Source: an optimization exercise on an open RTL-to-GDS flow (aim: small area and a short achievable clock period). Production flows keep margins and buffers that such runs may drop. At most, simulation tests tie the RTL to the original design; equivalence was not proved. Power is estimated from default activity; no workload was simulated.

## cordic_top
module cordic_top (
    input  logic clk,
    input  logic signed[15:0] angle,
    output logic signed[15:0] sin, cos
);
    CORDIC_pipelined dut_basic(
        .clk(clk),
        .angle(angle),
        .sin(sin),
        .cos(cos)
    );
endmodule
For scale: about 1100 cells after synthesis, ~49 I/O pins, ~9000 um^2 of cells after synthesis.
==> flow/config.mk <==
export PLATFORM = sky130hd
export DESIGN_NAME = cordic_top
export DESIGN_NICKNAME = cordic_top
export VERILOG_FILES = /design/flow/design.v
export SDC_FILE = /design/flow/constraint.sdc
export NUM_CORES = 4
export LEC_CHECK = 0
export CAP_MARGIN = 20
export CORE_MARGIN = 2
export CORE_UTILIZATION = 45
export SETUP_SLACK_MARGIN = 0.6
export SLEW_MARGIN = 20
==> flow/constraint.sdc <==
create_clock -name core_clock -period 3.3 [get_ports {clk}]
set_input_delay 0.6600 -clock core_clock [delete_from_list [all_inputs] [get_ports {clk}]]
set_output_delay 0.6600 -clock core_clock [all_outputs]
set_load 0.01 [all_outputs]
run.sh (not shown) runs the stock make flow with config.mk's settings and CLKGATE_MAP_FILE= SYNTH_SCRIPT=/design/flow/synth_recipe.tcl, a recipe that flattens the netlist after the stock synthesis.
Then changed:
ABC_AREA = 1   (was unset)
SETUP_SLACK_MARGIN = unset   (was 0.6)
=> Sequential share of layout area is higher by 0.58 points. Global-route usage stays flat. Routed wire length is higher by 0.49%. Area after synthesis is higher by 1.0%. Via count is higher by 1.1%. Sequential cell count does not change. Total power is lower by 4.4%.
No functional check of the RTL was part of any run of this note.

========
## lane 1
Another version of the RTL of cordic_top (not shown whole).
Size in the first run: roughly 1000 cells after synthesis, ~160 flip-flops, about 49 I/O pins, roughly 0.0075 mm^2 of cells after synthesis.
==> flow/design.v (excerpt) <==
module cordic_top (
    input  logic clk,
    input  logic signed[15:0] angle,
    output logic signed[15:0] sin, cos
);
Settings: LEC_CHECK=0, ABC_AREA=1, CAP_MARGIN=20, CORE_MARGIN=2, CORE_UTILIZATION=45, SETUP_SLACK_MARGIN=1.0, SLEW_MARGIN=20; clock period 3.3 ns.
Input-level comparison between lane 2 and lane 1:
Settings: CTS_BUF_LIST newly set to sky130_fd_sc_hd__clkbuf_8; SETUP_SLACK_MARGIN changed from 1.0 to 1.4.
==> flow/flow/run.sh (new file) <==
#!/bin/bash
# The standard layout (standard.sh: the standard flow's synthesis and ORFS flow, unchanged), except:
# - the port buffers ORFS puts on every input and output are plain buffers
#   (sky130_fd_sc_hd__buf_1) instead of the delay buffer buffer_ports picks by default;
# - clock tree synthesis gets ORFS's usual arguments plus -dont_use_dummy_load, so it
#   adds no load-only inverters to the clock tree.
set -euo pipefail
export BUFFER_PORTS_ARGS="-buffer_cell sky130_fd_sc_hd__buf_1"
export CTS_ARGS="-sink_clustering_enable -repair_clock_nets -buf_list sky130_fd_sc_hd__clkbuf_8 -dont_use_dummy_load"
bash standard.sh > standard.log 2>&1
==> flow/standard.sh (new file) <==
#!/bin/bash
# synth_recipe.tcl (not shown) runs the flow's synth.tcl, then flattens the netlist and writes it again
# the make line also repeats each setting of config.mk as NAME=value (left out here)
make -C /OpenROAD-flow-scripts/flow DESIGN_CONFIG=/design/flow/config.mk WORK_HOME=/design/flow/orfs CLKGATE_MAP_FILE= SYNTH_SCRIPT=/design/flow/synth_recipe.tcl "${@:-finish}"
removed: flow/run.sh
### Flow results
- Worst hold slack (lower): lane 2
- Comparing lane 1 and lane 2, the higher layout inverter count without the clock tree was measured on lane 1.
- In the metrics for lane 1 and lane 2, the one carrying the higher combinational power is lane 2.
- The worst slew margin relative to its limit number comes out lower for lane 1 vs lane 2.
- Power share of the combinational group, lane 1 and lane 2: higher on lane 2
- Sequential cell fraction of total power, lane 1 and lane 2: higher on lane 2
- Final non-filler cell area (lower): lane 1
- Lane 1 → lane 2: die area has remained practically unchanged, fraction of the cycle the final worst path needs has decreased, total power has remained practically unchanged.
No functional check of the RTL was part of any run of this note.

========
cordic_top, a different RTL version from the one above (not shown whole).
For scale: about 170 flip-flops.
export LEC_CHECK = 0
export ABC_AREA = 1
export CAP_MARGIN = 20
export CORE_MARGIN = 2
export CORE_UTILIZATION = 45
export CTS_BUF_LIST = sky130_fd_sc_hd__clkbuf_8
export SETUP_SLACK_MARGIN = 1.5
export SLEW_MARGIN = 20
create_clock -name core_clock -period 3.3 [get_ports {clk}]
standard.sh (not shown) runs the stock make flow with config.mk's settings and CLKGATE_MAP_FILE= SYNTH_SCRIPT=/design/flow/synth_recipe.tcl, a recipe that flattens the netlist after the stock synthesis.
==> flow/flow/run.sh <==
#!/bin/bash
# The standard layout (standard.sh: the standard flow's synthesis and ORFS flow, unchanged), except:
# - the port buffers ORFS puts on every input and output are plain buffers
#   (sky130_fd_sc_hd__buf_1) instead of the delay buffer buffer_ports picks by default;
# - clock tree synthesis gets ORFS's usual arguments plus -dont_use_dummy_load, so it
#   adds no load-only inverters to the clock tree.
set -euo pipefail
export BUFFER_PORTS_ARGS="-buffer_cell sky130_fd_sc_hd__buf_1"
export CTS_ARGS="-sink_clustering_enable -repair_clock_nets -buf_list sky130_fd_sc_hd__clkbuf_8 -dont_use_dummy_load"
bash standard.sh > standard.log 2>&1
Next try:
- ABC_CLOCK_PERIOD_IN_PS: default -> 2500
- SETUP_SLACK_MARGIN: 1.5 -> 1.4
The changed run finished with timing, DRC and antenna clean.
Die area stays the same.
Via count fell by 3.3%.
Clock-buffer cell count is unchanged.
Sequential power fell by about 1%.
Sequential cell count is unchanged.
Power fell by about 7%.
Next try:
- ABC_CLOCK_PERIOD_IN_PS: 2500 -> default
- PLACE_DENSITY: default -> 0.8
The changed run went through all stages and came out clean.
Design area grows by 3.5%.
Wire length grows by 2.3%.
Non-clock buffer count grows by 20.
Setup slack got worse by 0.036 ns.
Power grows by 4.9%.
Via count grows by 2.8%.
Next try:
- ABC_CLOCK_PERIOD_IN_PS: default -> 1500
- PLACE_DENSITY: 0.8 -> default
Result: The new run finished clean. Design area goes down by 3.3%. Utilization goes down by 1.8 points. Setup slack improves by 0.036 ns. Wire length goes down by 2.3%. Fmax goes up by 1.9%. Non-clock buffer count goes down by 20. Critical path depth stays the same. Count of clock-buffer cells in the layout is unchanged. Flip-flop and latch count stays the same.

========
run A:
cordic_top, a different RTL version from the one above (not shown whole).
For scale: ~1000 cells after synthesis, about 170 flip-flops, ~49 I/O pins, about 7800 um^2 of cells after synthesis.
==> flow/config.mk <==
export PLATFORM = sky130hd
export DESIGN_NAME = cordic_top
export DESIGN_NICKNAME = cordic_top
export VERILOG_FILES = /design/flow/design.v
export SDC_FILE = /design/flow/constraint.sdc
export NUM_CORES = 4
export LEC_CHECK = 0
export ABC_AREA = 1
export CAP_MARGIN = 20
export CORE_MARGIN = 2
export CORE_UTILIZATION = 45
export CTS_BUF_LIST = sky130_fd_sc_hd__clkbuf_8
export SETUP_SLACK_MARGIN = 1.3
export SLEW_MARGIN = 20
==> flow/constraint.sdc <==
create_clock -name core_clock -period 3.3 [get_ports {clk}]
set_input_delay 0.6600 -clock core_clock [delete_from_list [all_inputs] [get_ports {clk}]]
set_output_delay 0.6600 -clock core_clock [all_outputs]
set_load 0.01 [all_outputs]
==> flow/flow/run.sh <==
#!/bin/bash
# The standard layout (standard.sh: the standard flow's synthesis and ORFS flow, unchanged), except:
# - the port buffers ORFS puts on every input and output are plain buffers
#   (sky130_fd_sc_hd__buf_2) instead of the delay buffer buffer_ports picks by default;
# - clock tree synthesis gets ORFS's usual arguments plus -dont_use_dummy_load, so it
#   adds no load-only inverters to the clock tree.
set -euo pipefail
export BUFFER_PORTS_ARGS="-buffer_cell sky130_fd_sc_hd__buf_2"
export CTS_ARGS="-sink_clustering_enable -repair_clock_nets -buf_list sky130_fd_sc_hd__clkbuf_8 -dont_use_dummy_load"
bash standard.sh > standard.log 2>&1
Run A closes out successfully: all stages finished, all timing, DRC and antenna checks passed.
Input-level comparison between run B and run A:
# run A
export LEC_CHECK = 0
export ABC_AREA = 1
export CAP_MARGIN = 20
export CORE_MARGIN = 2
export CORE_UTILIZATION = 45
export CTS_BUF_LIST = sky130_fd_sc_hd__clkbuf_8
export SETUP_SLACK_MARGIN = 1.3
export SLEW_MARGIN = 20
create_clock -name core_clock -period 3.3 [get_ports {clk}]
# run B
export LEC_CHECK = 0
export ABC_AREA = 1
export CAP_MARGIN = 20
export CORE_MARGIN = 2
export CORE_UTILIZATION = 45
export SETUP_SLACK_MARGIN = 1.2
export SLEW_MARGIN = 20
create_clock -name core_clock -period 3.3 [get_ports {clk}]
==> flow/run.sh (new file) <==
#!/bin/bash
# synth_recipe.tcl (not shown) runs the flow's synth.tcl, then flattens the netlist and writes it again
# the make line also repeats each setting of config.mk as NAME=value (left out here)
make -C /OpenROAD-flow-scripts/flow DESIGN_CONFIG=/design/flow/config.mk WORK_HOME=/design/flow/orfs CLKGATE_MAP_FILE= SYNTH_SCRIPT=/design/flow/synth_recipe.tcl finish
removed: flow/flow/run.sh
removed: flow/standard.sh
[summary]
Between run A and run B, number of gates resized after cts is higher for run A, run B comes in under that.
Comparing run B against run A, there is no change at all in final count of negative-setup-slack endpoints.
Looking at relative area change from synthesis to final layout, run B sits above run A.
What run C does differently from run B at the input level:
# run B
export LEC_CHECK = 0
export ABC_AREA = 1
export CAP_MARGIN = 20
export CORE_MARGIN = 2
export CORE_UTILIZATION = 45
export SETUP_SLACK_MARGIN = 1.2
export SLEW_MARGIN = 20
create_clock -name core_clock -period 3.3 [get_ports {clk}]
# run C
export LEC_CHECK = 0
export ABC_AREA = 1
export CAP_MARGIN = 20
export CORE_MARGIN = 2
export CORE_UTILIZATION = 45
export CTS_BUF_LIST = sky130_fd_sc_hd__clkbuf_8
export SETUP_SLACK_MARGIN = 1.3
export SLEW_MARGIN = 20
export TNS_END_PERCENT = 0
create_clock -name core_clock -period 3.3 [get_ports {clk}]
==> flow/flow/run.sh (new file) <==
#!/bin/bash
# The standard layout (standard.sh: the standard flow's synthesis and ORFS flow, unchanged), except
# that the port buffers ORFS puts on every input and output are plain buffers
# (sky130_fd_sc_hd__buf_2) instead of the delay buffer buffer_ports picks by default.
set -euo pipefail
export BUFFER_PORTS_ARGS="-buffer_cell sky130_fd_sc_hd__buf_2"
bash standard.sh > standard.log 2>&1
==> flow/standard.sh (new file) <==
#!/bin/bash
# synth_recipe.tcl (not shown) runs the flow's synth.tcl, then flattens the netlist and writes it again
# the make line also repeats each setting of config.mk as NAME=value (left out here)
make -C /OpenROAD-flow-scripts/flow DESIGN_CONFIG=/design/flow/config.mk WORK_HOME=/design/flow/orfs CLKGATE_MAP_FILE= SYNTH_SCRIPT=/design/flow/synth_recipe.tcl "${@:-finish}"
removed: flow/run.sh
### Flow results
Run B ended with every stage complete and zero timing, DRC or antenna violations. Run C went all the way through synthesis, placement and routing and the layout is clean on timing, DRC and antenna. Taking run B as the reference point, the combinational cell fraction of total power of run C rises by 3.1 points. Between run B and run C, period utilization decreased. Sort run B and run C by post-route minimum period desc -> top: run B. In the reports for run B and run C, the larger global-route usage belongs to run C. Run C vs. run B: leakage power of the design went down, wire length rose by 1.7%, layout buffer count excluding clock buffers rose by 10, final setup slack of the worst path went up by 0.013 ns.
## Diff of input files: run D against run C
# run C
export LEC_CHECK = 0
export ABC_AREA = 1
export CAP_MARGIN = 20
export CORE_MARGIN = 2
export CORE_UTILIZATION = 45
export CTS_BUF_LIST = sky130_fd_sc_hd__clkbuf_8
export SETUP_SLACK_MARGIN = 1.3
export SLEW_MARGIN = 20
export TNS_END_PERCENT = 0
create_clock -name core_clock -period 3.3 [get_ports {clk}]
# run D
export LEC_CHECK = 0
export ABC_AREA = 1
export CAP_MARGIN = 20
export CORE_MARGIN = 2
export CORE_UTILIZATION = 45
export CTS_BUF_LIST = sky130_fd_sc_hd__clkbuf_8
export SETUP_SLACK_MARGIN = 1.2
export SLEW_MARGIN = 20
create_clock -name core_clock -period 3.3 [get_ports {clk}]
==> flow/flow/run.sh <==
#!/bin/bash
# The standard layout (standard.sh: the standard flow's synthesis and ORFS flow, unchanged), except:
# - the port buffers ORFS puts on every input and output are plain buffers
#   (sky130_fd_sc_hd__buf_2) instead of the delay buffer buffer_ports picks by default;
# - clock tree synthesis gets ORFS's usual arguments plus -dont_use_dummy_load, so it
#   adds no load-only inverters to the clock tree.
set -euo pipefail
export BUFFER_PORTS_ARGS="-buffer_cell sky130_fd_sc_hd__buf_2"
export CTS_ARGS="-sink_clustering_enable -repair_clock_nets -buf_list sky130_fd_sc_hd__clkbuf_8 -dont_use_dummy_load"
bash standard.sh > standard.log 2>&1
--- outcome ---
Run D ended with every stage complete and zero timing, DRC or antenna violations.
Taking run C as the reference, in run D wire length dropped about 1%; final cell count dropped 18; layout cell share with drive strength beyond 1 dropped 1.3 points; final area dropped 2.4%.
Of run D and run C, run D shows the lower share of total power in the clock network, with run C above it.
Run C ended up with dut_basic.sin[2]$_DFF_P_ as its timing endpoint of the critical path; run D ended up with dut_basic.cos[5]$_DFF_P_.
Diff run C -> run D | number of antenna diodes | decrease of 1
Switching portion of total power was higher in the run labelled run D.
Internal power (run D / run C): 0.950
Setup changes, run D to run E
# run D
export LEC_CHECK = 0
export ABC_AREA = 1
export CAP_MARGIN = 20
export CORE_MARGIN = 2
export CORE_UTILIZATION = 45
export CTS_BUF_LIST = sky130_fd_sc_hd__clkbuf_8
export SETUP_SLACK_MARGIN = 1.2
export SLEW_MARGIN = 20
create_clock -name core_clock -period 3.3 [get_ports {clk}]
# run E
export LEC_CHECK = 0
export ABC_AREA = 1
export CAP_MARGIN = 20
export CORE_MARGIN = 2
export CORE_UTILIZATION = 45
export CTS_BUF_LIST = sky130_fd_sc_hd__clkbuf_8
export SETUP_SLACK_MARGIN = 1.3
export SLEW_MARGIN = 20
create_clock -name core_clock -period 3.3 [get_ports {clk}]
--- a/flow/flow/run.sh
+++ b/flow/flow/run.sh
@@ -4 +4 @@
-#   (sky130_fd_sc_hd__buf_2) instead of the delay buffer buffer_ports picks by default;
+#   (sky130_fd_sc_hd__buf_1) instead of the delay buffer buffer_ports picks by default;
@@ -8 +8 @@
-export BUFFER_PORTS_ARGS="-buffer_cell sky130_fd_sc_hd__buf_2"
+export BUFFER_PORTS_ARGS="-buffer_cell sky130_fd_sc_hd__buf_1"
==> comparison <==
Compared with run D, in run E worst setup slack picked up an extra 0.13 ns; portion of the layout cell area used by clock cells level; total number of nets in the final design went up by about 0.5%. Run D has a lower global-route wire length before repair than run E. Comparing run E and run D, sequential share of layout area is lower on run E. Run D reports its timing startpoint of the critical path as dut_basic.rc_q[3]$_DFF_P_ while run E reports dut_basic.rc_q[23]$_DFF_P_. Delta (run E minus run D): area after synthesis comparable, final design area excluding fillers now larger.

[separate check: timing with driven ports]
Ports are ideal in the flow. The routed layouts listed here were re-timed in OpenROAD. Step 1 sets driving cells, clkbuf_16 on the clock port and buf_2 on the other inputs (assumed; they add their load-dependent delay and slew). Step 2 also shifts input and output timing later by t, the mid clock arrival at the registers, as if the neighbouring blocks saw the same clock. a / b / c = ideal ports / drivers / drivers and shift; a / b = the first two.
run | t (ns) | setup slack, ns | clock arrival spread, ns | slew at the worst register clock pin (ns) | pins driven straight from the clock port
the first run of note 1 | 0.452 | 0.539 / 0.539 / 0.270 | 0.022 / 0.023 | 0.08 / 0.08 | 1
the second run of note 1 | 0.477 | 0.976 / 0.976 / 0.823 | 0.013 / 0.013 | 0.08 / 0.08 | 1
lane 1 | 0.474 | 1.061 / 1.061 / 0.670 | 0.011 / 0.011 | 0.07 / 0.07 | 1
lane 2 | 0.490 | 1.344 / 1.344 / 0.887 | 0.036 / 0.035 | 0.10 / 0.10 | 1
the first run of note 3 | 0.489 | 1.410 / 1.410 / 1.410 | 0.042 / 0.041 | 0.11 / 0.11 | 1
the second run of note 3 | 0.492 | 1.396 / 1.396 / 1.396 | 0.041 / 0.042 | 0.10 / 0.10 | 1
the third run of note 3 | 0.480 | 1.360 / 1.360 / 1.360 | 0.036 / 0.036 | 0.10 / 0.10 | 1
the fourth run of note 3 | 0.492 | 1.396 / 1.396 / 1.396 | 0.041 / 0.042 | 0.10 / 0.10 | 1
run A | 0.482 | 1.301 / 1.301 / 1.301 | 0.030 / 0.031 | 0.09 / 0.09 | 1
run B | 0.476 | 1.242 / 1.226 / 1.242 | 0.017 / 0.017 | 0.08 / 0.08 | 1
run C | 0.500 | 1.255 / 1.255 / 1.255 | 0.021 / 0.022 | 0.10 / 0.10 | 1
run D | 0.477 | 1.172 / 1.172 / 1.172 | 0.029 / 0.029 | 0.09 / 0.09 | 1
run E | 0.480 | 1.305 / 1.305 / 1.305 | 0.034 / 0.033 | 0.09 / 0.09 | 1
After both steps every run listed still meets setup and hold. For lane 2, which loses most, drivers alone change the setup slack by 0.000 ns; drivers and shift together by -0.457 ns.
